Context: an optimization exercise on an open-source flow, tuned for small area, a short achievable clock period and few clock cycles per item. The choices shown serve that exercise and are no tape-out recipe.
The RTL was checked by simulation tests, not by an equivalence proof against the original design.
Power figures rest on the tool's default switching activity, not on a simulated workload.

==> design/flow/design.v <==
`default_nettype none
module dotPre
  ( input  var logic [7:0]       a0
  , input  var logic [7:0]       b0
  , input  var logic [7:0]       a1
  , input  var logic [7:0]       b1
  , input  var logic [7:0]       a2
  , input  var logic [7:0]       b2
  , input  var logic [7:0]       a3
  , input  var logic [7:0]       b3
  , output var logic [37:0]      v
  );
  logic pp1;
  logic pp2;
  logic pp3;
  logic pp4;
  logic pp5;
  logic pp6;
  logic pp7;
  logic pp8;
  logic pp9;
  logic pp10;
  logic pp11;
  logic pp12;
  logic pp13;
  logic pp14;
  logic pp15;
  logic pp16;
  logic pp17;
  logic pp18;
  logic pp19;
  logic pp20;
  logic pp21;
  logic pp22;
  logic pp23;
  logic pp24;
  logic pp25;
  logic pp26;
  logic pp27;
  logic pp28;
  logic pp29;
  logic pp30;
  logic pp31;
  logic pp32;
  logic pp33;
  logic pp34;
  logic pp35;
  logic pp36;
  logic pp37;
  logic pp38;
  logic pp39;
  logic pp40;
  logic pp41;
  logic pp42;
  logic pp43;
  logic pp44;
  logic pp45;
  logic pp46;
  logic pp47;
  logic pp48;
  logic pp49;
  logic pp50;
  logic pp51;
  logic pp52;
  logic pp53;
  logic pp54;
  logic pp55;
  logic pp56;
  logic pp57;
  logic pp58;
  logic pp59;
  logic pp60;
  logic pp61;
  logic pp62;
  logic pp63;
  logic pp64;
  logic pp65;
  logic pp66;
  logic pp67;
  logic pp68;
  logic pp69;
  logic pp70;
  logic pp71;
  logic pp72;
  logic pp73;
  logic pp74;
  logic pp75;
  logic pp76;
  logic pp77;
  logic pp78;
  logic pp79;
  logic pp80;
  logic pp81;
  logic pp82;
  logic pp83;
  logic pp84;
  logic pp85;
  logic pp86;
  logic pp87;
  logic pp88;
  logic pp89;
  logic pp90;
  logic pp91;
  logic pp92;
  logic pp93;
  logic pp94;
  logic pp95;
  logic pp96;
  logic pp97;
  logic pp98;
  logic pp99;
  logic pp100;
  logic pp101;
  logic pp102;
  logic pp103;
  logic pp104;
  logic pp105;
  logic pp106;
  logic pp107;
  logic pp108;
  logic pp109;
  logic pp110;
  logic pp111;
  logic pp112;
  logic pp113;
  logic pp114;
  logic pp115;
  logic pp116;
  logic pp117;
  logic pp118;
  logic pp119;
  logic pp120;
  logic pp121;
  logic pp122;
  logic pp123;
  logic pp124;
  logic pp125;
  logic pp126;
  logic pp127;
  logic pp128;
  logic pp129;
  logic pp130;
  logic pp131;
  logic pp132;
  logic pp133;
  logic pp134;
  logic pp135;
  logic pp136;
  logic pp137;
  logic pp138;
  logic pp139;
  logic pp140;
  logic pp141;
  logic pp142;
  logic pp143;
  logic pp144;
  logic pp145;
  logic pp146;
  logic pp147;
  logic pp148;
  logic pp149;
  logic pp150;
  logic pp151;
  logic pp152;
  logic pp153;
  logic pp154;
  logic pp155;
  logic pp156;
  logic pp157;
  logic pp158;
  logic pp159;
  logic pp160;
  logic pp161;
  logic pp162;
  logic pp163;
  logic pp164;
  logic pp165;
  logic pp166;
  logic pp167;
  logic pp168;
  logic pp169;
  logic pp170;
  logic pp171;
  logic pp172;
  logic pp173;
  logic pp174;
  logic pp175;
  logic pp176;
  logic pp177;
  logic pp178;
  logic pp179;
  logic pp180;
  logic pp181;
  logic pp182;
  logic pp183;
  logic pp184;
  logic pp185;
  logic pp186;
  logic pp187;
  logic pp188;
  logic pp189;
  logic pp190;
  logic pp191;
  logic pp192;
  logic pp193;
  logic pp194;
  logic pp195;
  logic pp196;
  logic pp197;
  logic pp198;
  logic pp199;
  logic pp200;
  logic pp201;
  logic pp202;
  logic pp203;
  logic pp204;
  logic pp205;
  logic pp206;
  logic pp207;
  logic pp208;
  logic pp209;
  logic pp210;
  logic pp211;
  logic pp212;
  logic pp213;
  logic pp214;
  logic pp215;
  logic pp216;
  logic pp217;
  logic pp218;
  logic pp219;
  logic pp220;
  logic pp221;
  logic pp222;
  logic pp223;
  logic pp224;
  logic pp225;
  logic pp226;
  logic pp227;
  logic pp228;
  logic pp229;
  logic pp230;
  logic pp231;
  logic pp232;
  logic pp233;
  logic pp234;
  logic pp235;
  logic pp236;
  logic pp237;
  logic pp238;
  logic pp239;
  logic pp240;
  logic pp241;
  logic pp242;
  logic pp243;
  logic pp244;
  logic pp245;
  logic pp246;
  logic pp247;
  logic pp248;
  logic pp249;
  logic pp250;
  logic pp251;
  logic pp252;
  logic pp253;
  logic pp254;
  logic pp255;
  logic pp256;
  logic s257;
  logic c258;
  logic s259;
  logic c260;
  logic s261;
  logic c262;
  logic s263;
  logic c264;
  logic s265;
  logic c266;
  logic s267;
  logic c268;
  logic s269;
  logic c270;
  logic s271;
  logic c272;
  logic s273;
  logic c274;
  logic s275;
  logic c276;
  logic s277;
  logic c278;
  logic s279;
  logic c280;
  logic s281;
  logic c282;
  logic s283;
  logic c284;
  logic s285;
  logic c286;
  logic s287;
  logic c288;
  logic s289;
  logic c290;
  logic s291;
  logic c292;
  logic s293;
  logic c294;
  logic s295;
  logic c296;
  logic s297;
  logic c298;
  logic s299;
  logic c300;
  logic s301;
  logic c302;
  logic s303;
  logic c304;
  logic s305;
  logic c306;
  logic s307;
  logic c308;
  logic s309;
  logic c310;
  logic s311;
  logic c312;
  logic s313;
  logic c314;
  logic s315;
  logic c316;
  logic s317;
  logic c318;
  logic s319;
  logic c320;
  logic s321;
  logic c322;
  logic s323;
  logic c324;
  logic s325;
  logic c326;
  logic s327;
  logic c328;
  logic s329;
  logic c330;
  logic s331;
  logic c332;
  logic s333;
  logic c334;
  logic s335;
  logic c336;
  logic s337;
  logic c338;
  logic s339;
  logic c340;
  logic s341;
  logic c342;
  logic s343;
  logic c344;
  logic s345;
  logic c346;
  logic s347;
  logic c348;
  logic s349;
  logic c350;
  logic s351;
  logic c352;
  logic s353;
  logic c354;
  logic s355;
  logic c356;
  logic s357;
  logic c358;
  logic s359;
  logic c360;
  logic s361;
  logic c362;
  logic s363;
  logic c364;
  logic s365;
  logic c366;
  logic s367;
  logic c368;
  logic s369;
  logic c370;
  logic s371;
  logic c372;
  logic s373;
  logic c374;
  logic s375;
  logic c376;
  logic s377;
  logic c378;
  logic s379;
  logic c380;
  logic s381;
  logic c382;
  logic s383;
  logic c384;
  logic s385;
  logic c386;
  logic s387;
  logic c388;
  logic s389;
  logic c390;
  logic s391;
  logic c392;
  logic s393;
  logic c394;
  logic s395;
  logic c396;
  logic s397;
  logic c398;
  logic s399;
  logic c400;
  logic s401;
  logic c402;
  logic s403;
  logic c404;
  logic s405;
  logic c406;
  logic s407;
  logic c408;
  logic s409;
  logic c410;
  logic s411;
  logic c412;
  logic s413;
  logic c414;
  logic s415;
  logic c416;
  logic s417;
  logic c418;
  logic s419;
  logic c420;
  logic s421;
  logic c422;
  logic s423;
  logic c424;
  logic s425;
  logic c426;
  logic s427;
  logic c428;
  logic s429;
  logic c430;
  logic s431;
  logic c432;
  logic s433;
  logic c434;
  logic s435;
  logic c436;
  logic s437;
  logic c438;
  logic s439;
  logic c440;
  logic s441;
  logic c442;
  logic s443;
  logic c444;
  logic s445;
  logic c446;
  logic s447;
  logic c448;
  logic s449;
  logic c450;
  logic s451;
  logic c452;
  logic s453;
  logic c454;
  logic s455;
  logic c456;
  logic s457;
  logic c458;
  logic s459;
  logic c460;
  logic s461;
  logic c462;
  logic s463;
  logic c464;
  logic s465;
  logic c466;
  logic s467;
  logic c468;
  logic s469;
  logic c470;
  logic s471;
  logic c472;
  logic s473;
  logic c474;
  logic s475;
  logic c476;
  logic s477;
  logic c478;
  logic s479;
  logic c480;
  logic s481;
  logic c482;
  logic s483;
  logic c484;
  logic s485;
  logic c486;
  logic s487;
  logic c488;
  logic s489;
  logic c490;
  logic s491;
  logic c492;
  logic s493;
  logic c494;
  logic s495;
  logic c496;
  logic s497;
  logic c498;
  logic s499;
  logic c500;
  logic s501;
  logic c502;
  logic s503;
  logic c504;
  logic s505;
  logic c506;
  logic s507;
  logic c508;
  logic s509;
  logic c510;
  logic s511;
  logic c512;
  logic s513;
  logic c514;
  logic s515;
  logic c516;
  logic s517;
  logic c518;
  logic s519;
  logic c520;
  logic s521;
  logic c522;
  logic s523;
  logic c524;
  logic s525;
  logic c526;
  logic s527;
  logic c528;
  logic s529;
  logic c530;
  logic s531;
  logic c532;
  logic s533;
  logic c534;
  logic s535;
  logic c536;
  logic s537;
  logic c538;
  logic s539;
  logic c540;
  logic s541;
  logic c542;
  logic s543;
  logic c544;
  logic s545;
  logic c546;
  logic s547;
  logic c548;
  logic s549;
  logic c550;
  logic s551;
  logic c552;
  logic s553;
  logic c554;
  logic s555;
  logic c556;
  logic s557;
  logic c558;
  logic s559;
  logic c560;
  logic s561;
  logic c562;
  logic s563;
  logic c564;
  logic s565;
  logic c566;
  logic s567;
  logic c568;
  logic s569;
  logic c570;
  logic s571;
  logic c572;
  logic s573;
  logic c574;
  logic s575;
  logic c576;
  logic s577;
  logic c578;
  logic s579;
  logic c580;
  logic s581;
  logic c582;
  logic s583;
  logic c584;
  logic s585;
  logic c586;
  logic s587;
  logic c588;
  logic s589;
  logic c590;
  logic s591;
  logic c592;
  logic s593;
  logic c594;
  logic s595;
  logic c596;
  logic s597;
  logic c598;
  logic s599;
  logic c600;
  logic s601;
  logic c602;
  logic s603;
  logic c604;
  logic s605;
  logic c606;
  logic s607;
  logic c608;
  logic s609;
  logic c610;
  logic s611;
  logic c612;
  logic s613;
  logic c614;
  logic s615;
  logic c616;
  logic s617;
  logic c618;
  logic s619;
  logic c620;
  logic s621;
  logic c622;
  logic s623;
  logic c624;
  logic s625;
  logic c626;
  logic s627;
  logic c628;
  logic s629;
  logic c630;
  logic s631;
  logic c632;
  logic s633;
  logic c634;
  logic s635;
  logic c636;
  logic s637;
  logic c638;
  logic s639;
  logic c640;
  logic s641;
  logic c642;
  logic s643;
  logic c644;
  logic s645;
  logic c646;
  logic s647;
  logic c648;
  logic s649;
  logic c650;
  logic s651;
  logic c652;
  logic s653;
  logic c654;
  logic s655;
  logic c656;
  logic s657;
  logic c658;
  logic s659;
  logic c660;
  logic s661;
  logic c662;
  logic s663;
  logic c664;
  logic s665;
  logic c666;
  logic s667;
  logic c668;
  logic s669;
  logic c670;
  logic s671;
  logic c672;
  logic s673;
  logic c674;
  logic s675;
  logic c676;
  logic s677;
  logic c678;
  logic s679;
  logic c680;
  logic s681;
  logic c682;
  logic s683;
  logic c684;
  logic s685;
  logic c686;
  logic s687;
  logic c688;
  logic s689;
  logic c690;
  logic s691;
  logic c692;
  assign pp1 = ~(a0[0] & b0[0]);
  assign pp2 = ~(a0[0] & b0[1]);
  assign pp3 = ~(a0[0] & b0[2]);
  assign pp4 = ~(a0[0] & b0[3]);
  assign pp5 = ~(a0[0] & b0[4]);
  assign pp6 = ~(a0[0] & b0[5]);
  assign pp7 = ~(a0[0] & b0[6]);
  assign pp8 = ~(a0[0] & b0[7]);
  assign pp9 = ~(a0[1] & b0[0]);
  assign pp10 = ~(a0[1] & b0[1]);
  assign pp11 = ~(a0[1] & b0[2]);
  assign pp12 = ~(a0[1] & b0[3]);
  assign pp13 = ~(a0[1] & b0[4]);
  assign pp14 = ~(a0[1] & b0[5]);
  assign pp15 = ~(a0[1] & b0[6]);
  assign pp16 = ~(a0[1] & b0[7]);
  assign pp17 = ~(a0[2] & b0[0]);
  assign pp18 = ~(a0[2] & b0[1]);
  assign pp19 = ~(a0[2] & b0[2]);
  assign pp20 = ~(a0[2] & b0[3]);
  assign pp21 = ~(a0[2] & b0[4]);
  assign pp22 = ~(a0[2] & b0[5]);
  assign pp23 = ~(a0[2] & b0[6]);
  assign pp24 = ~(a0[2] & b0[7]);
  assign pp25 = ~(a0[3] & b0[0]);
  assign pp26 = ~(a0[3] & b0[1]);
  assign pp27 = ~(a0[3] & b0[2]);
  assign pp28 = ~(a0[3] & b0[3]);
  assign pp29 = ~(a0[3] & b0[4]);
  assign pp30 = ~(a0[3] & b0[5]);
  assign pp31 = ~(a0[3] & b0[6]);
  assign pp32 = ~(a0[3] & b0[7]);
  assign pp33 = ~(a0[4] & b0[0]);
  assign pp34 = ~(a0[4] & b0[1]);
  assign pp35 = ~(a0[4] & b0[2]);
  assign pp36 = ~(a0[4] & b0[3]);
  assign pp37 = ~(a0[4] & b0[4]);
  assign pp38 = ~(a0[4] & b0[5]);
  assign pp39 = ~(a0[4] & b0[6]);
  assign pp40 = ~(a0[4] & b0[7]);
  assign pp41 = ~(a0[5] & b0[0]);
  assign pp42 = ~(a0[5] & b0[1]);
  assign pp43 = ~(a0[5] & b0[2]);
  assign pp44 = ~(a0[5] & b0[3]);
  assign pp45 = ~(a0[5] & b0[4]);
  assign pp46 = ~(a0[5] & b0[5]);
  assign pp47 = ~(a0[5] & b0[6]);
  assign pp48 = ~(a0[5] & b0[7]);
  assign pp49 = ~(a0[6] & b0[0]);
  assign pp50 = ~(a0[6] & b0[1]);
  assign pp51 = ~(a0[6] & b0[2]);
  assign pp52 = ~(a0[6] & b0[3]);
  assign pp53 = ~(a0[6] & b0[4]);
  assign pp54 = ~(a0[6] & b0[5]);
  assign pp55 = ~(a0[6] & b0[6]);
  assign pp56 = ~(a0[6] & b0[7]);
  assign pp57 = ~(a0[7] & b0[0]);
  assign pp58 = ~(a0[7] & b0[1]);
  assign pp59 = ~(a0[7] & b0[2]);
  assign pp60 = ~(a0[7] & b0[3]);
  assign pp61 = ~(a0[7] & b0[4]);
  assign pp62 = ~(a0[7] & b0[5]);
  assign pp63 = ~(a0[7] & b0[6]);
  assign pp64 = ~(a0[7] & b0[7]);
  assign pp65 = ~(a1[0] & b1[0]);
  assign pp66 = ~(a1[0] & b1[1]);
  assign pp67 = ~(a1[0] & b1[2]);
  assign pp68 = ~(a1[0] & b1[3]);
  assign pp69 = ~(a1[0] & b1[4]);
  assign pp70 = ~(a1[0] & b1[5]);
  assign pp71 = ~(a1[0] & b1[6]);
  assign pp72 = ~(a1[0] & b1[7]);
  assign pp73 = ~(a1[1] & b1[0]);
  assign pp74 = ~(a1[1] & b1[1]);
  assign pp75 = ~(a1[1] & b1[2]);
  assign pp76 = ~(a1[1] & b1[3]);
  assign pp77 = ~(a1[1] & b1[4]);
  assign pp78 = ~(a1[1] & b1[5]);
  assign pp79 = ~(a1[1] & b1[6]);
  assign pp80 = ~(a1[1] & b1[7]);
  assign pp81 = ~(a1[2] & b1[0]);
  assign pp82 = ~(a1[2] & b1[1]);
  assign pp83 = ~(a1[2] & b1[2]);
  assign pp84 = ~(a1[2] & b1[3]);
  assign pp85 = ~(a1[2] & b1[4]);
  assign pp86 = ~(a1[2] & b1[5]);
  assign pp87 = ~(a1[2] & b1[6]);
  assign pp88 = ~(a1[2] & b1[7]);
  assign pp89 = ~(a1[3] & b1[0]);
  assign pp90 = ~(a1[3] & b1[1]);
  assign pp91 = ~(a1[3] & b1[2]);
  assign pp92 = ~(a1[3] & b1[3]);
  assign pp93 = ~(a1[3] & b1[4]);
  assign pp94 = ~(a1[3] & b1[5]);
  assign pp95 = ~(a1[3] & b1[6]);
  assign pp96 = ~(a1[3] & b1[7]);
  assign pp97 = ~(a1[4] & b1[0]);
  assign pp98 = ~(a1[4] & b1[1]);
  assign pp99 = ~(a1[4] & b1[2]);
  assign pp100 = ~(a1[4] & b1[3]);
  assign pp101 = ~(a1[4] & b1[4]);
  assign pp102 = ~(a1[4] & b1[5]);
  assign pp103 = ~(a1[4] & b1[6]);
  assign pp104 = ~(a1[4] & b1[7]);
  assign pp105 = ~(a1[5] & b1[0]);
  assign pp106 = ~(a1[5] & b1[1]);
  assign pp107 = ~(a1[5] & b1[2]);
  assign pp108 = ~(a1[5] & b1[3]);
  assign pp109 = ~(a1[5] & b1[4]);
  assign pp110 = ~(a1[5] & b1[5]);
  assign pp111 = ~(a1[5] & b1[6]);
  assign pp112 = ~(a1[5] & b1[7]);
  assign pp113 = ~(a1[6] & b1[0]);
  assign pp114 = ~(a1[6] & b1[1]);
  assign pp115 = ~(a1[6] & b1[2]);
  assign pp116 = ~(a1[6] & b1[3]);
  assign pp117 = ~(a1[6] & b1[4]);
  assign pp118 = ~(a1[6] & b1[5]);
  assign pp119 = ~(a1[6] & b1[6]);
  assign pp120 = ~(a1[6] & b1[7]);
  assign pp121 = ~(a1[7] & b1[0]);
  assign pp122 = ~(a1[7] & b1[1]);
  assign pp123 = ~(a1[7] & b1[2]);
  assign pp124 = ~(a1[7] & b1[3]);
  assign pp125 = ~(a1[7] & b1[4]);
  assign pp126 = ~(a1[7] & b1[5]);
  assign pp127 = ~(a1[7] & b1[6]);
  assign pp128 = ~(a1[7] & b1[7]);
  assign pp129 = ~(a2[0] & b2[0]);
  assign pp130 = ~(a2[0] & b2[1]);
  assign pp131 = ~(a2[0] & b2[2]);
  assign pp132 = ~(a2[0] & b2[3]);
  assign pp133 = ~(a2[0] & b2[4]);
  assign pp134 = ~(a2[0] & b2[5]);
  assign pp135 = ~(a2[0] & b2[6]);
  assign pp136 = ~(a2[0] & b2[7]);
  assign pp137 = ~(a2[1] & b2[0]);
  assign pp138 = ~(a2[1] & b2[1]);
  assign pp139 = ~(a2[1] & b2[2]);
  assign pp140 = ~(a2[1] & b2[3]);
  assign pp141 = ~(a2[1] & b2[4]);
  assign pp142 = ~(a2[1] & b2[5]);
  assign pp143 = ~(a2[1] & b2[6]);
  assign pp144 = ~(a2[1] & b2[7]);
  assign pp145 = ~(a2[2] & b2[0]);
  assign pp146 = ~(a2[2] & b2[1]);
  assign pp147 = ~(a2[2] & b2[2]);
  assign pp148 = ~(a2[2] & b2[3]);
  assign pp149 = ~(a2[2] & b2[4]);
  assign pp150 = ~(a2[2] & b2[5]);
  assign pp151 = ~(a2[2] & b2[6]);
  assign pp152 = ~(a2[2] & b2[7]);
  assign pp153 = ~(a2[3] & b2[0]);
  assign pp154 = ~(a2[3] & b2[1]);
  assign pp155 = ~(a2[3] & b2[2]);
  assign pp156 = ~(a2[3] & b2[3]);
  assign pp157 = ~(a2[3] & b2[4]);
  assign pp158 = ~(a2[3] & b2[5]);
  assign pp159 = ~(a2[3] & b2[6]);
  assign pp160 = ~(a2[3] & b2[7]);
  assign pp161 = ~(a2[4] & b2[0]);
  assign pp162 = ~(a2[4] & b2[1]);
  assign pp163 = ~(a2[4] & b2[2]);
  assign pp164 = ~(a2[4] & b2[3]);
  assign pp165 = ~(a2[4] & b2[4]);
  assign pp166 = ~(a2[4] & b2[5]);
  assign pp167 = ~(a2[4] & b2[6]);
  assign pp168 = ~(a2[4] & b2[7]);
  assign pp169 = ~(a2[5] & b2[0]);
  assign pp170 = ~(a2[5] & b2[1]);
  assign pp171 = ~(a2[5] & b2[2]);
  assign pp172 = ~(a2[5] & b2[3]);
  assign pp173 = ~(a2[5] & b2[4]);
  assign pp174 = ~(a2[5] & b2[5]);
  assign pp175 = ~(a2[5] & b2[6]);
  assign pp176 = ~(a2[5] & b2[7]);
  assign pp177 = ~(a2[6] & b2[0]);
  assign pp178 = ~(a2[6] & b2[1]);
  assign pp179 = ~(a2[6] & b2[2]);
  assign pp180 = ~(a2[6] & b2[3]);
  assign pp181 = ~(a2[6] & b2[4]);
  assign pp182 = ~(a2[6] & b2[5]);
  assign pp183 = ~(a2[6] & b2[6]);
  assign pp184 = ~(a2[6] & b2[7]);
  assign pp185 = ~(a2[7] & b2[0]);
  assign pp186 = ~(a2[7] & b2[1]);
  assign pp187 = ~(a2[7] & b2[2]);
  assign pp188 = ~(a2[7] & b2[3]);
  assign pp189 = ~(a2[7] & b2[4]);
  assign pp190 = ~(a2[7] & b2[5]);
  assign pp191 = ~(a2[7] & b2[6]);
  assign pp192 = ~(a2[7] & b2[7]);
  assign pp193 = ~(a3[0] & b3[0]);
  assign pp194 = ~(a3[0] & b3[1]);
  assign pp195 = ~(a3[0] & b3[2]);
  assign pp196 = ~(a3[0] & b3[3]);
  assign pp197 = ~(a3[0] & b3[4]);
  assign pp198 = ~(a3[0] & b3[5]);
  assign pp199 = ~(a3[0] & b3[6]);
  assign pp200 = ~(a3[0] & b3[7]);
  assign pp201 = ~(a3[1] & b3[0]);
  assign pp202 = ~(a3[1] & b3[1]);
  assign pp203 = ~(a3[1] & b3[2]);
  assign pp204 = ~(a3[1] & b3[3]);
  assign pp205 = ~(a3[1] & b3[4]);
  assign pp206 = ~(a3[1] & b3[5]);
  assign pp207 = ~(a3[1] & b3[6]);
  assign pp208 = ~(a3[1] & b3[7]);
  assign pp209 = ~(a3[2] & b3[0]);
  assign pp210 = ~(a3[2] & b3[1]);
  assign pp211 = ~(a3[2] & b3[2]);
  assign pp212 = ~(a3[2] & b3[3]);
  assign pp213 = ~(a3[2] & b3[4]);
  assign pp214 = ~(a3[2] & b3[5]);
  assign pp215 = ~(a3[2] & b3[6]);
  assign pp216 = ~(a3[2] & b3[7]);
  assign pp217 = ~(a3[3] & b3[0]);
  assign pp218 = ~(a3[3] & b3[1]);
  assign pp219 = ~(a3[3] & b3[2]);
  assign pp220 = ~(a3[3] & b3[3]);
  assign pp221 = ~(a3[3] & b3[4]);
  assign pp222 = ~(a3[3] & b3[5]);
  assign pp223 = ~(a3[3] & b3[6]);
  assign pp224 = ~(a3[3] & b3[7]);
  assign pp225 = ~(a3[4] & b3[0]);
  assign pp226 = ~(a3[4] & b3[1]);
  assign pp227 = ~(a3[4] & b3[2]);
  assign pp228 = ~(a3[4] & b3[3]);
  assign pp229 = ~(a3[4] & b3[4]);
  assign pp230 = ~(a3[4] & b3[5]);
  assign pp231 = ~(a3[4] & b3[6]);
  assign pp232 = ~(a3[4] & b3[7]);
  assign pp233 = ~(a3[5] & b3[0]);
  assign pp234 = ~(a3[5] & b3[1]);
  assign pp235 = ~(a3[5] & b3[2]);
  assign pp236 = ~(a3[5] & b3[3]);
  assign pp237 = ~(a3[5] & b3[4]);
  assign pp238 = ~(a3[5] & b3[5]);
  assign pp239 = ~(a3[5] & b3[6]);
  assign pp240 = ~(a3[5] & b3[7]);
  assign pp241 = ~(a3[6] & b3[0]);
  assign pp242 = ~(a3[6] & b3[1]);
  assign pp243 = ~(a3[6] & b3[2]);
  assign pp244 = ~(a3[6] & b3[3]);
  assign pp245 = ~(a3[6] & b3[4]);
  assign pp246 = ~(a3[6] & b3[5]);
  assign pp247 = ~(a3[6] & b3[6]);
  assign pp248 = ~(a3[6] & b3[7]);
  assign pp249 = ~(a3[7] & b3[0]);
  assign pp250 = ~(a3[7] & b3[1]);
  assign pp251 = ~(a3[7] & b3[2]);
  assign pp252 = ~(a3[7] & b3[3]);
  assign pp253 = ~(a3[7] & b3[4]);
  assign pp254 = ~(a3[7] & b3[5]);
  assign pp255 = ~(a3[7] & b3[6]);
  assign pp256 = ~(a3[7] & b3[7]);
  fullAdder u_s257 (.a(pp1), .b(pp65), .c(pp129), .s(s257), .co(c258));
  fullAdder u_s259 (.a(pp2), .b(pp9), .c(pp66), .s(s259), .co(c260));
  fullAdder u_s261 (.a(pp73), .b(pp130), .c(pp137), .s(s261), .co(c262));
  fullAdder u_s263 (.a(pp3), .b(pp10), .c(pp17), .s(s263), .co(c264));
  fullAdder u_s265 (.a(pp67), .b(pp74), .c(pp81), .s(s265), .co(c266));
  fullAdder u_s267 (.a(pp131), .b(pp138), .c(pp145), .s(s267), .co(c268));
  fullAdder u_s269 (.a(pp195), .b(pp202), .c(pp209), .s(s269), .co(c270));
  fullAdder u_s271 (.a(pp4), .b(pp11), .c(pp18), .s(s271), .co(c272));
  fullAdder u_s273 (.a(pp25), .b(pp68), .c(pp75), .s(s273), .co(c274));
  fullAdder u_s275 (.a(pp82), .b(pp89), .c(pp132), .s(s275), .co(c276));
  fullAdder u_s277 (.a(pp139), .b(pp146), .c(pp153), .s(s277), .co(c278));
  fullAdder u_s279 (.a(pp196), .b(pp203), .c(pp210), .s(s279), .co(c280));
  fullAdder u_s281 (.a(pp5), .b(pp12), .c(pp19), .s(s281), .co(c282));
  fullAdder u_s283 (.a(pp26), .b(pp33), .c(pp69), .s(s283), .co(c284));
  fullAdder u_s285 (.a(pp76), .b(pp83), .c(pp90), .s(s285), .co(c286));
  fullAdder u_s287 (.a(pp97), .b(pp133), .c(pp140), .s(s287), .co(c288));
  fullAdder u_s289 (.a(pp147), .b(pp154), .c(pp161), .s(s289), .co(c290));
  fullAdder u_s291 (.a(pp197), .b(pp204), .c(pp211), .s(s291), .co(c292));
  fullAdder u_s293 (.a(pp6), .b(pp13), .c(pp20), .s(s293), .co(c294));
  fullAdder u_s295 (.a(pp27), .b(pp34), .c(pp41), .s(s295), .co(c296));
  fullAdder u_s297 (.a(pp70), .b(pp77), .c(pp84), .s(s297), .co(c298));
  fullAdder u_s299 (.a(pp91), .b(pp98), .c(pp105), .s(s299), .co(c300));
  fullAdder u_s301 (.a(pp134), .b(pp141), .c(pp148), .s(s301), .co(c302));
  fullAdder u_s303 (.a(pp155), .b(pp162), .c(pp169), .s(s303), .co(c304));
  fullAdder u_s305 (.a(pp198), .b(pp205), .c(pp212), .s(s305), .co(c306));
  fullAdder u_s307 (.a(pp219), .b(pp226), .c(pp233), .s(s307), .co(c308));
  fullAdder u_s309 (.a(pp7), .b(pp14), .c(pp21), .s(s309), .co(c310));
  fullAdder u_s311 (.a(pp28), .b(pp35), .c(pp42), .s(s311), .co(c312));
  fullAdder u_s313 (.a(pp49), .b(pp71), .c(pp78), .s(s313), .co(c314));
  fullAdder u_s315 (.a(pp85), .b(pp92), .c(pp99), .s(s315), .co(c316));
  fullAdder u_s317 (.a(pp106), .b(pp113), .c(pp135), .s(s317), .co(c318));
  fullAdder u_s319 (.a(pp142), .b(pp149), .c(pp156), .s(s319), .co(c320));
  fullAdder u_s321 (.a(pp163), .b(pp170), .c(pp177), .s(s321), .co(c322));
  fullAdder u_s323 (.a(pp199), .b(pp206), .c(pp213), .s(s323), .co(c324));
  fullAdder u_s325 (.a(pp220), .b(pp227), .c(pp234), .s(s325), .co(c326));
  fullAdder u_s327 (.a(pp8), .b(pp15), .c(pp22), .s(s327), .co(c328));
  fullAdder u_s329 (.a(pp29), .b(pp36), .c(pp43), .s(s329), .co(c330));
  fullAdder u_s331 (.a(pp50), .b(pp57), .c(pp72), .s(s331), .co(c332));
  fullAdder u_s333 (.a(pp79), .b(pp86), .c(pp93), .s(s333), .co(c334));
  fullAdder u_s335 (.a(pp100), .b(pp107), .c(pp114), .s(s335), .co(c336));
  fullAdder u_s337 (.a(pp121), .b(pp136), .c(pp143), .s(s337), .co(c338));
  fullAdder u_s339 (.a(pp150), .b(pp157), .c(pp164), .s(s339), .co(c340));
  fullAdder u_s341 (.a(pp171), .b(pp178), .c(pp185), .s(s341), .co(c342));
  fullAdder u_s343 (.a(pp200), .b(pp207), .c(pp214), .s(s343), .co(c344));
  fullAdder u_s345 (.a(pp221), .b(pp228), .c(pp235), .s(s345), .co(c346));
  fullAdder u_s347 (.a(pp16), .b(pp23), .c(pp30), .s(s347), .co(c348));
  fullAdder u_s349 (.a(pp37), .b(pp44), .c(pp51), .s(s349), .co(c350));
  fullAdder u_s351 (.a(pp58), .b(pp80), .c(pp87), .s(s351), .co(c352));
  fullAdder u_s353 (.a(pp94), .b(pp101), .c(pp108), .s(s353), .co(c354));
  fullAdder u_s355 (.a(pp115), .b(pp122), .c(pp144), .s(s355), .co(c356));
  fullAdder u_s357 (.a(pp151), .b(pp158), .c(pp165), .s(s357), .co(c358));
  fullAdder u_s359 (.a(pp172), .b(pp179), .c(pp186), .s(s359), .co(c360));
  fullAdder u_s361 (.a(pp208), .b(pp215), .c(pp222), .s(s361), .co(c362));
  fullAdder u_s363 (.a(pp229), .b(pp236), .c(pp243), .s(s363), .co(c364));
  fullAdder u_s365 (.a(pp24), .b(pp31), .c(pp38), .s(s365), .co(c366));
  fullAdder u_s367 (.a(pp45), .b(pp52), .c(pp59), .s(s367), .co(c368));
  fullAdder u_s369 (.a(pp88), .b(pp95), .c(pp102), .s(s369), .co(c370));
  fullAdder u_s371 (.a(pp109), .b(pp116), .c(pp123), .s(s371), .co(c372));
  fullAdder u_s373 (.a(pp152), .b(pp159), .c(pp166), .s(s373), .co(c374));
  fullAdder u_s375 (.a(pp173), .b(pp180), .c(pp187), .s(s375), .co(c376));
  fullAdder u_s377 (.a(pp216), .b(pp223), .c(pp230), .s(s377), .co(c378));
  fullAdder u_s379 (.a(pp237), .b(pp244), .c(pp251), .s(s379), .co(c380));
  fullAdder u_s381 (.a(pp32), .b(pp39), .c(pp46), .s(s381), .co(c382));
  fullAdder u_s383 (.a(pp53), .b(pp60), .c(pp96), .s(s383), .co(c384));
  fullAdder u_s385 (.a(pp103), .b(pp110), .c(pp117), .s(s385), .co(c386));
  fullAdder u_s387 (.a(pp124), .b(pp160), .c(pp167), .s(s387), .co(c388));
  fullAdder u_s389 (.a(pp174), .b(pp181), .c(pp188), .s(s389), .co(c390));
  fullAdder u_s391 (.a(pp224), .b(pp231), .c(pp238), .s(s391), .co(c392));
  fullAdder u_s393 (.a(pp40), .b(pp47), .c(pp54), .s(s393), .co(c394));
  fullAdder u_s395 (.a(pp61), .b(pp104), .c(pp111), .s(s395), .co(c396));
  fullAdder u_s397 (.a(pp118), .b(pp125), .c(pp168), .s(s397), .co(c398));
  fullAdder u_s399 (.a(pp175), .b(pp182), .c(pp189), .s(s399), .co(c400));
  fullAdder u_s401 (.a(pp232), .b(pp239), .c(pp246), .s(s401), .co(c402));
  fullAdder u_s403 (.a(pp48), .b(pp55), .c(pp62), .s(s403), .co(c404));
  fullAdder u_s405 (.a(pp112), .b(pp119), .c(pp126), .s(s405), .co(c406));
  fullAdder u_s407 (.a(pp176), .b(pp183), .c(pp190), .s(s407), .co(c408));
  fullAdder u_s409 (.a(pp240), .b(pp247), .c(pp254), .s(s409), .co(c410));
  fullAdder u_s411 (.a(pp56), .b(pp63), .c(pp120), .s(s411), .co(c412));
  fullAdder u_s413 (.a(pp127), .b(pp184), .c(pp191), .s(s413), .co(c414));
  fullAdder u_s415 (.a(pp64), .b(pp128), .c(pp192), .s(s415), .co(c416));
  fullAdder u_s417 (.a(pp194), .b(pp201), .c(c258), .s(s417), .co(c418));
  fullAdder u_s419 (.a(c260), .b(c262), .c(s263), .s(s419), .co(c420));
  fullAdder u_s421 (.a(s265), .b(s267), .c(s269), .s(s421), .co(c422));
  fullAdder u_s423 (.a(pp217), .b(c264), .c(c266), .s(s423), .co(c424));
  fullAdder u_s425 (.a(c268), .b(c270), .c(s271), .s(s425), .co(c426));
  fullAdder u_s427 (.a(s273), .b(s275), .c(s277), .s(s427), .co(c428));
  fullAdder u_s429 (.a(pp218), .b(pp225), .c(c272), .s(s429), .co(c430));
  fullAdder u_s431 (.a(c274), .b(c276), .c(c278), .s(s431), .co(c432));
  fullAdder u_s433 (.a(c280), .b(s281), .c(s283), .s(s433), .co(c434));
  fullAdder u_s435 (.a(s285), .b(s287), .c(s289), .s(s435), .co(c436));
  fullAdder u_s437 (.a(c282), .b(c284), .c(c286), .s(s437), .co(c438));
  fullAdder u_s439 (.a(c288), .b(c290), .c(c292), .s(s439), .co(c440));
  fullAdder u_s441 (.a(s293), .b(s295), .c(s297), .s(s441), .co(c442));
  fullAdder u_s443 (.a(s299), .b(s301), .c(s303), .s(s443), .co(c444));
  fullAdder u_s445 (.a(pp241), .b(c294), .c(c296), .s(s445), .co(c446));
  fullAdder u_s447 (.a(c298), .b(c300), .c(c302), .s(s447), .co(c448));
  fullAdder u_s449 (.a(c304), .b(c306), .c(c308), .s(s449), .co(c450));
  fullAdder u_s451 (.a(s309), .b(s311), .c(s313), .s(s451), .co(c452));
  fullAdder u_s453 (.a(s315), .b(s317), .c(s319), .s(s453), .co(c454));
  fullAdder u_s455 (.a(s321), .b(s323), .c(s325), .s(s455), .co(c456));
  fullAdder u_s457 (.a(pp242), .b(pp249), .c(c310), .s(s457), .co(c458));
  fullAdder u_s459 (.a(c312), .b(c314), .c(c316), .s(s459), .co(c460));
  fullAdder u_s461 (.a(c318), .b(c320), .c(c322), .s(s461), .co(c462));
  fullAdder u_s463 (.a(c324), .b(c326), .c(s327), .s(s463), .co(c464));
  fullAdder u_s465 (.a(s329), .b(s331), .c(s333), .s(s465), .co(c466));
  fullAdder u_s467 (.a(s335), .b(s337), .c(s339), .s(s467), .co(c468));
  fullAdder u_s469 (.a(s341), .b(s343), .c(s345), .s(s469), .co(c470));
  fullAdder u_s471 (.a(pp250), .b(c328), .c(c330), .s(s471), .co(c472));
  fullAdder u_s473 (.a(c332), .b(c334), .c(c336), .s(s473), .co(c474));
  fullAdder u_s475 (.a(c338), .b(c340), .c(c342), .s(s475), .co(c476));
  fullAdder u_s477 (.a(c344), .b(c346), .c(s347), .s(s477), .co(c478));
  fullAdder u_s479 (.a(s349), .b(s351), .c(s353), .s(s479), .co(c480));
  fullAdder u_s481 (.a(s355), .b(s357), .c(s359), .s(s481), .co(c482));
  fullAdder u_s483 (.a(c348), .b(c350), .c(c352), .s(s483), .co(c484));
  fullAdder u_s485 (.a(c354), .b(c356), .c(c358), .s(s485), .co(c486));
  fullAdder u_s487 (.a(c360), .b(c362), .c(c364), .s(s487), .co(c488));
  fullAdder u_s489 (.a(s365), .b(s367), .c(s369), .s(s489), .co(c490));
  fullAdder u_s491 (.a(s371), .b(s373), .c(s375), .s(s491), .co(c492));
  fullAdder u_s493 (.a(pp245), .b(pp252), .c(c366), .s(s493), .co(c494));
  fullAdder u_s495 (.a(c368), .b(c370), .c(c372), .s(s495), .co(c496));
  fullAdder u_s497 (.a(c374), .b(c376), .c(c378), .s(s497), .co(c498));
  fullAdder u_s499 (.a(c380), .b(s381), .c(s383), .s(s499), .co(c500));
  fullAdder u_s501 (.a(s385), .b(s387), .c(s389), .s(s501), .co(c502));
  fullAdder u_s503 (.a(pp253), .b(c382), .c(c384), .s(s503), .co(c504));
  fullAdder u_s505 (.a(c386), .b(c388), .c(c390), .s(s505), .co(c506));
  fullAdder u_s507 (.a(c392), .b(s393), .c(s395), .s(s507), .co(c508));
  fullAdder u_s509 (.a(s397), .b(s399), .c(s401), .s(s509), .co(c510));
  fullAdder u_s511 (.a(c394), .b(c396), .c(c398), .s(s511), .co(c512));
  fullAdder u_s513 (.a(c400), .b(c402), .c(s403), .s(s513), .co(c514));
  fullAdder u_s515 (.a(s405), .b(s407), .c(s409), .s(s515), .co(c516));
  fullAdder u_s517 (.a(pp248), .b(pp255), .c(c404), .s(s517), .co(c518));
  fullAdder u_s519 (.a(c406), .b(c408), .c(c410), .s(s519), .co(c520));
  fullAdder u_s521 (.a(pp256), .b(c412), .c(c414), .s(s521), .co(c522));
  fullAdder u_s523 (.a(s259), .b(s261), .c(s417), .s(s523), .co(c524));
  fullAdder u_s525 (.a(c418), .b(s419), .c(s421), .s(s525), .co(c526));
  fullAdder u_s527 (.a(s279), .b(s423), .c(c420), .s(s527), .co(c528));
  fullAdder u_s529 (.a(c422), .b(s425), .c(s427), .s(s529), .co(c530));
  fullAdder u_s531 (.a(s291), .b(c424), .c(s429), .s(s531), .co(c532));
  fullAdder u_s533 (.a(s431), .b(c426), .c(c428), .s(s533), .co(c534));
  fullAdder u_s535 (.a(s305), .b(s307), .c(c430), .s(s535), .co(c536));
  fullAdder u_s537 (.a(c432), .b(s437), .c(s439), .s(s537), .co(c538));
  fullAdder u_s539 (.a(c434), .b(c436), .c(s441), .s(s539), .co(c540));
  fullAdder u_s541 (.a(c438), .b(c440), .c(s445), .s(s541), .co(c542));
  fullAdder u_s543 (.a(s447), .b(s449), .c(c442), .s(s543), .co(c544));
  fullAdder u_s545 (.a(c444), .b(s451), .c(s453), .s(s545), .co(c546));
  fullAdder u_s547 (.a(c446), .b(c448), .c(c450), .s(s547), .co(c548));
  fullAdder u_s549 (.a(s457), .b(s459), .c(s461), .s(s549), .co(c550));
  fullAdder u_s551 (.a(c452), .b(c454), .c(c456), .s(s551), .co(c552));
  fullAdder u_s553 (.a(s463), .b(s465), .c(s467), .s(s553), .co(c554));
  fullAdder u_s555 (.a(s361), .b(s363), .c(c458), .s(s555), .co(c556));
  fullAdder u_s557 (.a(c460), .b(c462), .c(s471), .s(s557), .co(c558));
  fullAdder u_s559 (.a(s473), .b(s475), .c(c464), .s(s559), .co(c560));
  fullAdder u_s561 (.a(c466), .b(c468), .c(c470), .s(s561), .co(c562));
  fullAdder u_s563 (.a(s477), .b(s479), .c(s481), .s(s563), .co(c564));
  fullAdder u_s565 (.a(s377), .b(s379), .c(c472), .s(s565), .co(c566));
  fullAdder u_s567 (.a(c474), .b(c476), .c(s483), .s(s567), .co(c568));
  fullAdder u_s569 (.a(s485), .b(s487), .c(c478), .s(s569), .co(c570));
  fullAdder u_s571 (.a(c480), .b(c482), .c(s489), .s(s571), .co(c572));
  fullAdder u_s573 (.a(s391), .b(c484), .c(c486), .s(s573), .co(c574));
  fullAdder u_s575 (.a(c488), .b(s493), .c(s495), .s(s575), .co(c576));
  fullAdder u_s577 (.a(s497), .b(c490), .c(c492), .s(s577), .co(c578));
  fullAdder u_s579 (.a(c494), .b(c496), .c(c498), .s(s579), .co(c580));
  fullAdder u_s581 (.a(s503), .b(s505), .c(c500), .s(s581), .co(c582));
  fullAdder u_s583 (.a(c502), .b(s507), .c(s509), .s(s583), .co(c584));
  fullAdder u_s585 (.a(c504), .b(c506), .c(s511), .s(s585), .co(c586));
  fullAdder u_s587 (.a(c508), .b(c510), .c(s513), .s(s587), .co(c588));
  fullAdder u_s589 (.a(s411), .b(s413), .c(c512), .s(s589), .co(c590));
  fullAdder u_s591 (.a(s517), .b(s519), .c(c514), .s(s591), .co(c592));
  fullAdder u_s593 (.a(s415), .b(c518), .c(c520), .s(s593), .co(c594));
  fullAdder u_s595 (.a(s527), .b(c526), .c(s529), .s(s595), .co(c596));
  fullAdder u_s597 (.a(s433), .b(s435), .c(c528), .s(s597), .co(c598));
  fullAdder u_s599 (.a(s531), .b(s533), .c(c530), .s(s599), .co(c600));
  fullAdder u_s601 (.a(s443), .b(s535), .c(c532), .s(s601), .co(c602));
  fullAdder u_s603 (.a(c534), .b(s537), .c(s539), .s(s603), .co(c604));
  fullAdder u_s605 (.a(s455), .b(c536), .c(c538), .s(s605), .co(c606));
  fullAdder u_s607 (.a(s541), .b(s543), .c(c540), .s(s607), .co(c608));
  fullAdder u_s609 (.a(s469), .b(s547), .c(c542), .s(s609), .co(c610));
  fullAdder u_s611 (.a(c544), .b(s549), .c(s551), .s(s611), .co(c612));
  fullAdder u_s613 (.a(c548), .b(s555), .c(c550), .s(s613), .co(c614));
  fullAdder u_s615 (.a(c552), .b(s557), .c(s559), .s(s615), .co(c616));
  fullAdder u_s617 (.a(s561), .b(c554), .c(s563), .s(s617), .co(c618));
  fullAdder u_s619 (.a(s491), .b(c556), .c(s565), .s(s619), .co(c620));
  fullAdder u_s621 (.a(c558), .b(c560), .c(c562), .s(s621), .co(c622));
  fullAdder u_s623 (.a(s567), .b(s569), .c(c564), .s(s623), .co(c624));
  fullAdder u_s625 (.a(s499), .b(s501), .c(c566), .s(s625), .co(c626));
  fullAdder u_s627 (.a(s573), .b(c568), .c(c570), .s(s627), .co(c628));
  fullAdder u_s629 (.a(s575), .b(s577), .c(c572), .s(s629), .co(c630));
  fullAdder u_s631 (.a(c574), .b(s579), .c(c576), .s(s631), .co(c632));
  fullAdder u_s633 (.a(c578), .b(s581), .c(s583), .s(s633), .co(c634));
  fullAdder u_s635 (.a(s515), .b(c580), .c(c582), .s(s635), .co(c636));
  fullAdder u_s637 (.a(s585), .b(c584), .c(s587), .s(s637), .co(c638));
  fullAdder u_s639 (.a(c516), .b(s589), .c(c586), .s(s639), .co(c640));
  fullAdder u_s641 (.a(s521), .b(c590), .c(s593), .s(s641), .co(c642));
  fullAdder u_s643 (.a(c416), .b(c522), .c(c594), .s(s643), .co(c644));
  fullAdder u_s645 (.a(s597), .b(s599), .c(c596), .s(s645), .co(c646));
  fullAdder u_s647 (.a(c598), .b(s601), .c(c600), .s(s647), .co(c648));
  fullAdder u_s649 (.a(s545), .b(c602), .c(s605), .s(s649), .co(c650));
  fullAdder u_s651 (.a(c546), .b(s553), .c(c606), .s(s651), .co(c652));
  fullAdder u_s653 (.a(s609), .b(c608), .c(s611), .s(s653), .co(c654));
  fullAdder u_s655 (.a(c610), .b(s613), .c(c612), .s(s655), .co(c656));
  fullAdder u_s657 (.a(s571), .b(c614), .c(s619), .s(s657), .co(c658));
  fullAdder u_s659 (.a(s621), .b(c616), .c(s623), .s(s659), .co(c660));
  fullAdder u_s661 (.a(c620), .b(c622), .c(s625), .s(s661), .co(c662));
  fullAdder u_s663 (.a(s627), .b(c624), .c(s629), .s(s663), .co(c664));
  fullAdder u_s665 (.a(c626), .b(c628), .c(s631), .s(s665), .co(c666));
  fullAdder u_s667 (.a(c632), .b(s635), .c(c634), .s(s667), .co(c668));
  fullAdder u_s669 (.a(s591), .b(c588), .c(c636), .s(s669), .co(c670));
  fullAdder u_s671 (.a(c592), .b(c640), .c(s641), .s(s671), .co(c672));
  fullAdder u_s673 (.a(s603), .b(s647), .c(c646), .s(s673), .co(c674));
  fullAdder u_s675 (.a(s607), .b(c604), .c(c648), .s(s675), .co(c676));
  fullAdder u_s677 (.a(s651), .b(c650), .c(s653), .s(s677), .co(c678));
  fullAdder u_s679 (.a(s615), .b(s617), .c(c652), .s(s679), .co(c680));
  fullAdder u_s681 (.a(c618), .b(c656), .c(s657), .s(s681), .co(c682));
  fullAdder u_s683 (.a(s661), .b(c658), .c(c660), .s(s683), .co(c684));
  fullAdder u_s685 (.a(c630), .b(s633), .c(c662), .s(s685), .co(c686));
  fullAdder u_s687 (.a(s637), .b(c666), .c(s667), .s(s687), .co(c688));
  fullAdder u_s689 (.a(s639), .b(c638), .c(s669), .s(s689), .co(c690));
  fullAdder u_s691 (.a(c642), .b(s643), .c(c672), .s(s691), .co(c692));
  assign v = {c692, c644, s691, c690, s671, c670, c688, s689, c668, c686, s687, c684, s685, c664, s665, c682, s683, s663, c680, s681, s659, c678, s679, c654, s655, c676, s677, c674, s675, s649, s673, s645, s595, s525, c524, s523, s257, pp193};
endmodule
module dotPost
  ( input  var logic [37:0]      v
  , output var logic [17:0]      s
  );
  logic s693;
  logic c694;
  logic s695;
  logic c696;
  logic s697;
  logic c698;
  logic s699;
  logic c700;
  logic s701;
  logic c702;
  logic s703;
  logic c704;
  logic s705;
  logic c706;
  logic s707;
  logic c708;
  logic s709;
  logic c710;
  logic s711;
  logic c712;
  logic s713;
  logic c714;
  logic s715;
  logic c716;
  logic s717;
  logic c718;
  fullAdder u_s693 (.a(v[8]), .b(v[9]), .c(v[10]), .s(s693), .co(c694));
  fullAdder u_s695 (.a(v[13]), .b(v[14]), .c(v[15]), .s(s695), .co(c696));
  fullAdder u_s697 (.a(v[17]), .b(v[18]), .c(v[19]), .s(s697), .co(c698));
  fullAdder u_s699 (.a(v[20]), .b(v[21]), .c(v[22]), .s(s699), .co(c700));
  fullAdder u_s701 (.a(v[23]), .b(v[24]), .c(v[25]), .s(s701), .co(c702));
  fullAdder u_s703 (.a(v[29]), .b(v[30]), .c(v[31]), .s(s703), .co(c704));
  fullAdder u_s705 (.a(v[32]), .b(v[33]), .c(v[34]), .s(s705), .co(c706));
  fullAdder u_s707 (.a(v[11]), .b(v[12]), .c(c694), .s(s707), .co(c708));
  fullAdder u_s709 (.a(v[26]), .b(c700), .c(s701), .s(s709), .co(c710));
  fullAdder u_s711 (.a(v[27]), .b(v[28]), .c(c702), .s(s711), .co(c712));
  fullAdder u_s713 (.a(v[16]), .b(s695), .c(c708), .s(s713), .co(c714));
  fullAdder u_s715 (.a(c696), .b(s697), .c(c714), .s(s715), .co(c716));
  fullAdder u_s717 (.a(c698), .b(s699), .c(c716), .s(s717), .co(c718));
  logic [17:0] raN, rbN;
  assign raN = {1'b1, v[36], v[35], c704, s703, s711, s709, s717, s715, s713, s707, s693, v[7], v[6], v[5], v[3], v[2], v[0]};
  assign rbN = {1'b1, v[37], c706, s705, c712, c710, c718, 1'b1, 1'b1, 1'b1, 1'b1, 1'b1, 1'b1, 1'b1, 1'b1, v[4], 1'b1, v[1]};
  assign s = ~(raN + rbN + 18'd1);
endmodule
module fullAdder
  ( input  var logic a
  , input  var logic b
  , input  var logic c
  , output var logic s
  , output var logic co
  );
  assign s = a ^ b ^ c;
  assign co = (a & b) | (a & c) | (b & c);
endmodule
`resetall
`default_nettype none
module preArray
  ( input  var logic [3:0][3:0][7:0]       i_a
  , input  var logic [3:0][3:0][7:0]       i_b
  , output var logic [3:0][3:0][37:0]     o_v
  );
  for (genvar i = 0; i < 4; i++) begin: PerRow
    for (genvar j = 0; j < 4; j++) begin: PerCol
      dotPre u_dotPre
      ( .a0 (i_a[i][0]), .b0 (i_b[0][j])
      , .a1 (i_a[i][1]), .b1 (i_b[1][j])
      , .a2 (i_a[i][2]), .b2 (i_b[2][j])
      , .a3 (i_a[i][3]), .b3 (i_b[3][j])
      , .v  (o_v[i][j])
      );
    end: PerCol
  end: PerRow
endmodule
module postArray
  ( input  var logic [3:0][3:0][37:0]     i_v
  , output var logic [3:0][3:0][17:0]      o_c
  );
  for (genvar i = 0; i < 4; i++) begin: PerRow
    for (genvar j = 0; j < 4; j++) begin: PerCol
      dotPost u_dotPost
      ( .v (i_v[i][j])
      , .s (o_c[i][j])
      );
    end: PerCol
  end: PerRow
endmodule
`resetall
`default_nettype none
module topSystolicArray
  ( input  var logic                  i_clk
  , input  var logic                  i_arst
  , input  var logic [3:0][3:0][7:0]  i_a
  , input  var logic [3:0][3:0][7:0]  i_b
  , input  var logic                  i_validInput
  , output var logic [3:0][3:0][31:0] o_c
  , output var logic                  o_validResult
  );
  logic validResult_q;
  always_ff @(posedge i_clk, posedge i_arst)
    if (i_arst)
      validResult_q <= 1'b0;
    else
      validResult_q <= i_validInput;
  always_comb
    o_validResult = validResult_q;
  logic [3:0][3:0][37:0] tree_d, tree_q;
  preArray u_preArray
  ( .i_a (i_a)
  , .i_b (i_b)
  , .o_v (tree_d)
  );
  always_ff @(posedge i_clk)
    tree_q <= tree_d;
  logic [3:0][3:0][17:0] c;
  postArray u_postArray
  ( .i_v (tree_q)
  , .o_c (c)
  );
  for (genvar i = 0; i < 4; i++) begin: PerRow
    for (genvar j = 0; j < 4; j++) begin: PerCol
      always_comb
        o_c[i][j] = {14'd0, c[i][j]};
    end: PerCol
  end: PerRow
endmodule
`resetall
==> design/flow/run.sh <==
#!/bin/bash
# synth_recipe.tcl (not shown) runs the flow's synth.tcl, then flattens the netlist and writes it again
# the make line also repeats each setting of config.mk as NAME=value (left out here)
make -C /OpenROAD-flow-scripts/flow DESIGN_CONFIG=/design/flow/config.mk WORK_HOME=/design/flow/orfs CLKGATE_MAP_FILE= SYNTH_SCRIPT=/design/flow/synth_recipe.tcl finish
==> design/flow/config.mk <==
export PLATFORM = sky130hd
export DESIGN_NAME = topSystolicArray
export DESIGN_NICKNAME = topSystolicArray
export VERILOG_FILES = /design/flow/design.v
export SDC_FILE = /design/flow/constraint.sdc
export NUM_CORES = 4
export LEC_CHECK = 0
export CAP_MARGIN = 20
export CORE_MARGIN = 2
export CORE_UTILIZATION = 40
export SLEW_MARGIN = 20
export SYNTH_HIERARCHICAL = 1
export SYNTH_MINIMUM_KEEP_SIZE = 0
==> design/flow/constraint.sdc <==
create_clock -name core_clock -period 7.0 [get_ports {i_clk}]
set_input_delay 1.4000 -clock core_clock [delete_from_list [all_inputs] [get_ports {i_clk}]]
set_output_delay 1.4000 -clock core_clock [all_outputs]
set_load 0.01 [all_outputs]
==> results of run 1 <==
per-layer routing:
layer | up-vias | track usage (%) | wire length, um | part of all wire (%)
li1 | 32700 | - | - | -
met5 | - | 0 | 290 | 0.062
met2 | 7178 | 43.4 | 208000 | 45
met3 | 1724 | 9.35 | 58200 | 12
met1 | 46200 | 35.7 | 169000 | 36
met4 | 44 | 15.3 | 30400 | 6.5
where the power goes:
| group | switching (mW) | total (mW) | internal [mW] |
|---|---|---|---|
| clock network | 1.82 | 4.33 | 2.52 |
| registers | 0.997 | 6.77 | 5.77 |
| logic | 32.2 | 59.3 | 27.1 |
| total | 35.0 | 70.4 | 35.4 |
per-module statistics from Yosys (local to each module, per instance), a selection:
module,flip-flops and latches,copies in the design
dotPost,0,16
fullAdder,0,3696
dotPre,0,16
topSystolicArray,609,1
registers in the layout (all words and copies together), names as in the netlist:
register	cells
tree_q	608
validResult_q	1
repair_timing:
| item | CTS | global route |
|---|---|---|
| resized for setup | 2 | 5 |
| gates cloned | 0 | 0 |
| setup endpoints to repair | 2 | 5 |
area by class of cell:
class,instances,area share [%]
antenna,24,0.0470
clock buffer,100,1.70
clock inverter,42,0.393
inverter,81,0.238
multi-input combinational,9296,78.0
sequential,609,9.54
tap,4305,4.21
timing repair buffer,935,5.84
cells by family after synthesis:
logic type	Yosys count
DFF	609
buffers and inverters	2001
adders and majority gates	3840
xor gates and xnor gates	192
other	1
AOI/OAI and AO/OA	352
and+or+nand+nor	4656
muxes	32
through the flow:
stage | instances | cell area [um2]
floorplan | 11900 | 130000
global placement | 15200 | 125000
detailed placement | 15200 | 125000
CTS | 15400 | 128000
global route | 15400 | 128000
finish | 15400 | 128000
critical path, cell delays in order, from the launching register on:
cell,delay [ps]
dfxtp_1,320
fa_1,430
fa_1,390
fa_1,390
fa_1,380
fa_1,470
or3_1,460
o41a_1,570
o211a_1,300
a2111oi_4,370
clkdlybuf4s50_1,620
placed cells by master (no fill, tap or decap), types with 80 or more instances in the layout:
master           synthesis  final
nand2_1               4160   4160
ha_1                   144    144
xor2_1                  80     80
clkbuf_16                0     82
conb_1                   1    224
xnor2_1                112    112
a21oi_1                 96     96
buf_4                  832    381
inv_1                   81     81
dfxtp_1                608    608
nor2_1                 192    192
fa_1                  3696   3696
buf_2                    0    206
clkdlybuf4s50_1          0    336
how the worst max path moves through the flow:
stage | start | to | slack, ps | depth (start not counted)
6_report | tree_q[122] | o_c[112] | 160 | 10
3_5_place_dp | tree_q[122] | o_c[112] | 760 | 10
5_1_grt | tree_q[160] | o_c[144] | 0.9 | 10
3_3_place_gp | tree_q[122] | o_c[112] | 780 | 10
4_1_cts | tree_q[122] | o_c[110] | 6 | 10
2_1_floorplan | tree_q[122] | o_c[112] | 1810 | 9
==> run_results.csv, run 1 <==
group,metric,value,unit
outcome,status,"timing/DRC/antenna clean",
final_layout,regArea,12200,um2
worst_setup_path,cp-end-kind,"output pin",
floorplan,die_w,573,um
global_routing,grt_overflow,0,
clock_tree,cts_root_buf,"clkbuf_16",
floorplan,num_io_pins,772,
clock_tree,h-tree-depth,3,
logic_synthesis,synth_edf_count,0,
timing,finalCritPeriodShare,97.7,%
clock_tree,hold_buffers,0,
drt,routed_wl,466000,um
floorplan,core_area,321000,um2
logic_synthesis,synth-seq-cells,609,
timing,slew_headroom,16.0,%
logic_synthesis,seq_area_frac_synth,9.42,%
floorplan,row_count,208,
logic_synthesis,synth_top_area_cell,"fa_1",
clock_tree,cts_max_path_buffers,3,
global_routing,grt_pass1_wl,675000,um
placement,io_buffers,547,
clock_tree,post_cts_buffers,0,
timing,setup_tns,0,ps
clock_tree,cts_buffers,79,
logic_synthesis,synth_top_cell_area_share,57.2,%
drt,drt_iter0_markers,10100,
worst_setup_path,cp_max_fo,4,
logic_synthesis,synthXorXnorAreaFrac,1.30,%
final_layout,nets,15100,
global_routing,grt_pass1_vias,97300,
worst_setup_path,required,5600,ps
logic_synthesis,synth_compound_area_share,2.09,%
drt,drc_errors,0,
logic_synthesis,yosysUniqueCellTypes,39,
timing,rsz0062_at_grt,"false",
logic_synthesis,synth_fa_ha_area_share,58.6,%
timing,whs,796,ps
logic_synthesis,ys_dominant_reg_cell,"dfxtp_1",
worst_setup_path,crit_type,"flip-flop to output pin",
final_layout,fill_cells,30900,
drt,ant_nets,0,
flow_run,max_cap_viol_count,0,
worst_setup_path,crit_path_start_kind,"flip-flop",
placement,dpl.hpwl,342000,um
logic_synthesis,synthMuxAreaShare,0.263,%
timing,layout_min_cycle_time,6840,ps
logic_synthesis,async_flop_share,0.164,%
logic_synthesis,synth-simple-area-share,14.2,%
timing,finalSetupViolations,0,
logic_synthesis,synth_area,129000,um2
power,p_leak,44.6,nW
logic_synthesis,yosysMostFrequentCell,"nand2_1",
drt,drtPass1Iterations,6,
timing,fin_ws,159,ps
clock_tree,clk_pin_slew_worst_paths,70,ps
worst_setup_path,arrival,5440,ps
logic_synthesis,syn_area_per_cell,11.1,um2
timing,slew_violations,0,
logic_synthesis,yosysWarnings,7,
final_layout,final_layout_size_suffix_gt1_share,7.48,%
logic_synthesis,synth_cells,11700,
placement,preCtsSetupSlack,760,ps
worst_hold_path,hold_path.class,"input port to async pin",
global_routing,antenna_found_initial,59,
clock_tree,cts_tree,"built",
final_layout,synthToLayoutAreaGrowth,-1.17,%
final_layout,utilization,39.8,%
floorplan,die_y,573,um
logic_synthesis,yosys-top-cells-count,"nand2_1, fa_1, buf_6",
placement,gp_congestion,0.914,
timing,finalHoldViolations,0,
clock_tree,clkSinkCount,609,
drt,vias,87900,
power,report.power.total,70.4,mW
timing,worst_slew_pin_slew,1260,ps
floorplan,die_area,328000,um2
floorplan,initial_utilization,40.3,%
global_routing,grt_max_degree,33,
timing,max_freq,146,MHz
final_layout,multi_input_area,99800,um2
drt,post_drt_wl_per_cell,30.3,um
power,power_density,550,nW/um2
global_routing,grtUsageTotal,28.4,%
logic_synthesis,synth_top_family_by_area,"adder cells",
power,peakVddDrop,0.00126,V
logic_synthesis,synth_area_leaders,"fa_1, nand2_1, dfxtp_1, buf_6, buf_4",
drt,viasPerCell,5.71,
Testbench counts, summed over its fixed seeds: cycles 1,016, items 512.
==> run 2, diff against run 1 <==
--- a/design/flow/design.v
+++ b/design/flow/design.v
@@ -1208,22 +1208,22 @@
   logic c716;
   logic s717;
   logic c718;
-  fullAdder u_s693 (.a(v[8]), .b(v[9]), .c(v[10]), .s(s693), .co(c694));
-  fullAdder u_s695 (.a(v[13]), .b(v[14]), .c(v[15]), .s(s695), .co(c696));
-  fullAdder u_s697 (.a(v[17]), .b(v[18]), .c(v[19]), .s(s697), .co(c698));
-  fullAdder u_s699 (.a(v[20]), .b(v[21]), .c(v[22]), .s(s699), .co(c700));
-  fullAdder u_s701 (.a(v[23]), .b(v[24]), .c(v[25]), .s(s701), .co(c702));
-  fullAdder u_s703 (.a(v[29]), .b(v[30]), .c(v[31]), .s(s703), .co(c704));
-  fullAdder u_s705 (.a(v[32]), .b(v[33]), .c(v[34]), .s(s705), .co(c706));
-  fullAdder u_s707 (.a(v[11]), .b(v[12]), .c(c694), .s(s707), .co(c708));
-  fullAdder u_s709 (.a(v[26]), .b(c700), .c(s701), .s(s709), .co(c710));
-  fullAdder u_s711 (.a(v[27]), .b(v[28]), .c(c702), .s(s711), .co(c712));
-  fullAdder u_s713 (.a(v[16]), .b(s695), .c(c708), .s(s713), .co(c714));
-  fullAdder u_s715 (.a(c696), .b(s697), .c(c714), .s(s715), .co(c716));
-  fullAdder u_s717 (.a(c698), .b(s699), .c(c716), .s(s717), .co(c718));
+  fullAdder u_s693 (.a(v[13]), .b(v[14]), .c(1'b1), .s(s693), .co(c694));
+  fullAdder u_s695 (.a(v[17]), .b(v[18]), .c(1'b1), .s(s695), .co(c696));
+  fullAdder u_s697 (.a(v[20]), .b(v[21]), .c(1'b1), .s(s697), .co(c698));
+  fullAdder u_s699 (.a(v[23]), .b(v[24]), .c(v[25]), .s(s699), .co(c700));
+  fullAdder u_s701 (.a(v[8]), .b(v[9]), .c(1'b1), .s(s701), .co(c702));
+  fullAdder u_s703 (.a(v[11]), .b(v[12]), .c(1'b1), .s(s703), .co(c704));
+  fullAdder u_s705 (.a(v[15]), .b(v[16]), .c(s693), .s(s705), .co(c706));
+  fullAdder u_s707 (.a(v[19]), .b(c694), .c(s695), .s(s707), .co(c708));
+  fullAdder u_s709 (.a(v[22]), .b(c696), .c(s697), .s(s709), .co(c710));
+  fullAdder u_s711 (.a(v[26]), .b(c698), .c(s699), .s(s711), .co(c712));
+  fullAdder u_s713 (.a(v[27]), .b(v[28]), .c(c700), .s(s713), .co(c714));
+  fullAdder u_s715 (.a(v[29]), .b(v[30]), .c(v[31]), .s(s715), .co(c716));
+  fullAdder u_s717 (.a(v[32]), .b(v[33]), .c(v[34]), .s(s717), .co(c718));
   logic [17:0] raN, rbN;
-  assign raN = {1'b1, v[36], v[35], c704, s703, s711, s709, s717, s715, s713, s707, s693, v[7], v[6], v[5], v[3], v[2], v[0]};
-  assign rbN = {1'b1, v[37], c706, s705, c712, c710, c718, 1'b1, 1'b1, 1'b1, 1'b1, 1'b1, 1'b1, 1'b1, 1'b1, v[4], 1'b1, v[1]};
+  assign raN = {1'b1, v[36], v[35], s717, s715, s713, s711, s709, s707, s705, s703, v[10], v[7], v[6], v[5], v[3], v[2], v[0]};
+  assign rbN = {1'b1, v[37], c718, c716, c714, c712, c710, c708, c706, c704, c702, s701, 1'b1, 1'b1, 1'b1, v[4], 1'b1, v[1]};
   assign s = ~(raN + rbN + 18'd1);
 endmodule
 module fullAdder
==> run_results.csv, run 2 <==
group,metric,value,unit
outcome,status,"timing/DRC/antenna clean",
worst_setup_path,crit_path_start_kind,"flip-flop",
floorplan,die_w,573,um
drt,drt_iter0_markers,10200,
drt,drtPass1Iterations,8,
clock_tree,cts_root_buf,"clkbuf_16",
timing,slew_violations,0,
timing,finalSetupViolations,0,
placement,numPlacedInstances,15300,
logic_synthesis,yosysMostFrequentCell,"nand2_1",
floorplan,core_area,322000,um2
placement,dpl.hpwl,334000,um
worst_setup_path,cp_max_fo,5,
final_layout,regArea,12200,um2
logic_synthesis,synth_edf_count,0,
logic_synthesis,seq_area_frac_synth,9.41,%
logic_synthesis,synth_area,130000,um2
drt,drc_errors,0,
logic_synthesis,synth_area_leaders,"fa_1, nand2_1, dfxtp_1, buf_6, buf_4",
clock_tree,cts_max_path_buffers,4,
power,power_density,584,nW/um2
floorplan,initial_utilization,40.3,%
final_layout,multi_input_area,100000,um2
final_layout,max_flop_register,"tree_q",
logic_synthesis,synth_top_area_cell,"fa_1",
logic_synthesis,syn_area_per_cell,11.1,um2
clock_tree,clk_pin_slew_worst_paths,70,ps
drt,vias,88000,
power,peakVddDrop,0.00131,V
floorplan,die_area,329000,um2
clock_tree,cts_buffers,86,
final_layout,fill_cells,30900,
power,p_leak,45.3,nW
floorplan,row_count,208,
worst_setup_path,required,5600,ps
clock_tree,clkSinkCount,609,
worst_setup_path,arrival,4940,ps
clock_tree,hold_buffers,0,
logic_synthesis,ys_dominant_reg_cell,"dfxtp_1",
placement,io_buffers,547,
drt,ant_nets,0,
final_layout,nets,15300,
global_routing,grt_overflow,0,
final_layout,layout_commonest_cell,"nand2_1",
timing,rsz0062_at_grt,"false",
worst_setup_path,crit_type,"flip-flop to output pin",
logic_synthesis,yosysWarnings,7,
timing,setup_tns,0,ps
global_routing,grt_max_degree,33,
final_layout,largest_reg_flops,608,
final_layout,largestRegisters,"tree_q x608, validResult_q x1",
worst_setup_path,cp-end-kind,"output pin",
floorplan,die_y,573,um
drt,post_drt_wl_per_cell,30.6,um
clock_tree,h-tree-depth,3,
logic_synthesis,synth_cells,11700,
final_layout,final_layout_size_suffix_gt1_share,5.59,%
drt,viasPerCell,5.68,
global_routing,grt_pass1_vias,98100,
placement,gp_congestion,0.914,
final_layout,synthToLayoutAreaGrowth,-0.758,%
logic_synthesis,synth_top_cell_area_share,57.1,%
clock_tree,post_cts_buffers,0,
global_routing,antenna_found_initial,79,
logic_synthesis,yosysUniqueCellTypes,33,
global_routing,grtUsageTotal,28.9,%
final_layout,layout_common_cells,"nand2_1, fa_1, dfxtp_1",
logic_synthesis,yosys-top-cells-count,"nand2_1, fa_1, buf_6",
flow_run,max_cap_viol_count,0,
timing,max_freq,158,MHz
global_routing,grt_pass1_wl,685000,um
logic_synthesis,synth-seq-cells,609,
clock_tree,cts_resized,0,
floorplan,num_io_pins,772,
drt,routed_wl,474000,um
timing,layout_min_cycle_time,6340,ps
timing,finalCritPeriodShare,90.6,%
timing,slew_headroom,15.6,%
worst_hold_path,hold_path.class,"input port to async pin",
logic_synthesis,async_flop_share,0.164,%
timing,worst_slew_pin_slew,1270,ps
timing,finalHoldViolations,0,
final_layout,final-instance-count-excl-fill,15500,
clock_tree,cts_tree,"built",
-- run 2: worst max path at each step --
| stage | from | endpoint | cells after the start |
|---|---|---|---|
| detailed placement | i_a[91] | tree_q[391] | 9 |
| floorplan | i_b[6] | tree_q[11] | 9 |
| CTS | tree_q[545] | o_c[463] | 10 |
| global route | tree_q[545] | o_c[463] | 10 |
| finish | tree_q[393] | o_c[337] | 10 |
| global placement | i_a[91] | tree_q[369] | 9 |
-- run 2: routing by layer --
metal | part of all wire [%] | track usage, %
met3 | 13 | 10.7
met2 | 44 | 44.2
met4 | 7.1 | 17.0
met1 | 35 | 34.9
met5 | 0.086 | 0.0581
-- run 2: per-stage QoR --
step	total power [mW]	hold WS [ps]	worst slack (ps)	cell area, um2	util [%]
5_1_grt	81.9	714	538	129000	40.0
6_report	75.1	712	659	129000	40.0
3_5_place_dp	70.9	1540	1150	126000	39.0
2_1_floorplan	52.2	1130	2370	131000	-
3_3_place_gp	70.6	1540	1180	126000	39.0
4_1_cts	76.1	662	706	128000	39.9
-- run 2: per-module statistics from Yosys (local to each module, per instance), excerpt --
module,cell area [um2],cells,flops+latches
fullAdder,20.0,1,0
dotPre,1970,358,0
dotPost,637,91,0
topSystolicArray,13900,835,609
-- run 2: final cells by class --
class	count	share of cell area, %
antenna	41	0.0798
clock buffer	107	1.85
timing repair buffer	840	5.67
inverter	113	0.330
sequential	609	9.48
tap	4305	4.19
multi-input combinational	9424	78.0
clock inverter	43	0.436
-- run 2: power by group --
| part | leakage, nW | internal, mW | total (mW) | switching [mW] |
|---|---|---|---|---|
| Combinational | 38.8 | 27.8 | 63.7 | 35.8 |
| Clock | 1.42 | 2.76 | 4.66 | 1.90 |
| Sequential | 5.13 | 5.77 | 6.80 | 1.03 |
-- run 2: cells by family after synthesis --
group / after synthesis / share of synthesized area, %
simple gates: 4480 / 13.3
other cells: 17 / 0.0492
fa+ha+maj: 3920 / 59.3
buf+inv: 1969 / 14.0
compound gates: 496 / 2.41
flops: 609 / 9.41
xor+xnor: 224 / 1.51
-- run 2: critical path, stage by stage, from the launching register on --
cell             delay [ps]
dfxtp_1                 320
fa_1                    550
fa_1                    410
ha_1                    370
a21oi_1                 230
o22ai_1                 110
a31o_1                  250
a21oi_1                 260
o21ai_0                 110
a21oi_1                 800
clkdlybuf4s50_1         690
Testbench counts of run 2, summed over its fixed seeds: cycles 1,016, items 512.

## afterwards: timing with drivers on the ports
In the flow no input, the clock included, has a driving cell. The finished layouts below were timed again as built, in two steps.
Step 1 assumes that a clkbuf_16 drives the clock port and a buf_2 every other input.
Step 2, shift: input delay + t, output delay - t, t = (earliest + latest rising clock arrival at the registers) / 2. This alone moves slack from input paths to output paths.
Three values: ideal ports, drivers, drivers and shift; two values: the first two.
run	t (ns)	setup slack, ns	worst data-port slew with drivers (ns)
run 1	0.841	0.159 / 0.052 / 0.893	0.20
run 2	0.915	0.659 / 0.564 / 1.007	0.19
After both steps setup and hold are still met in every run listed.
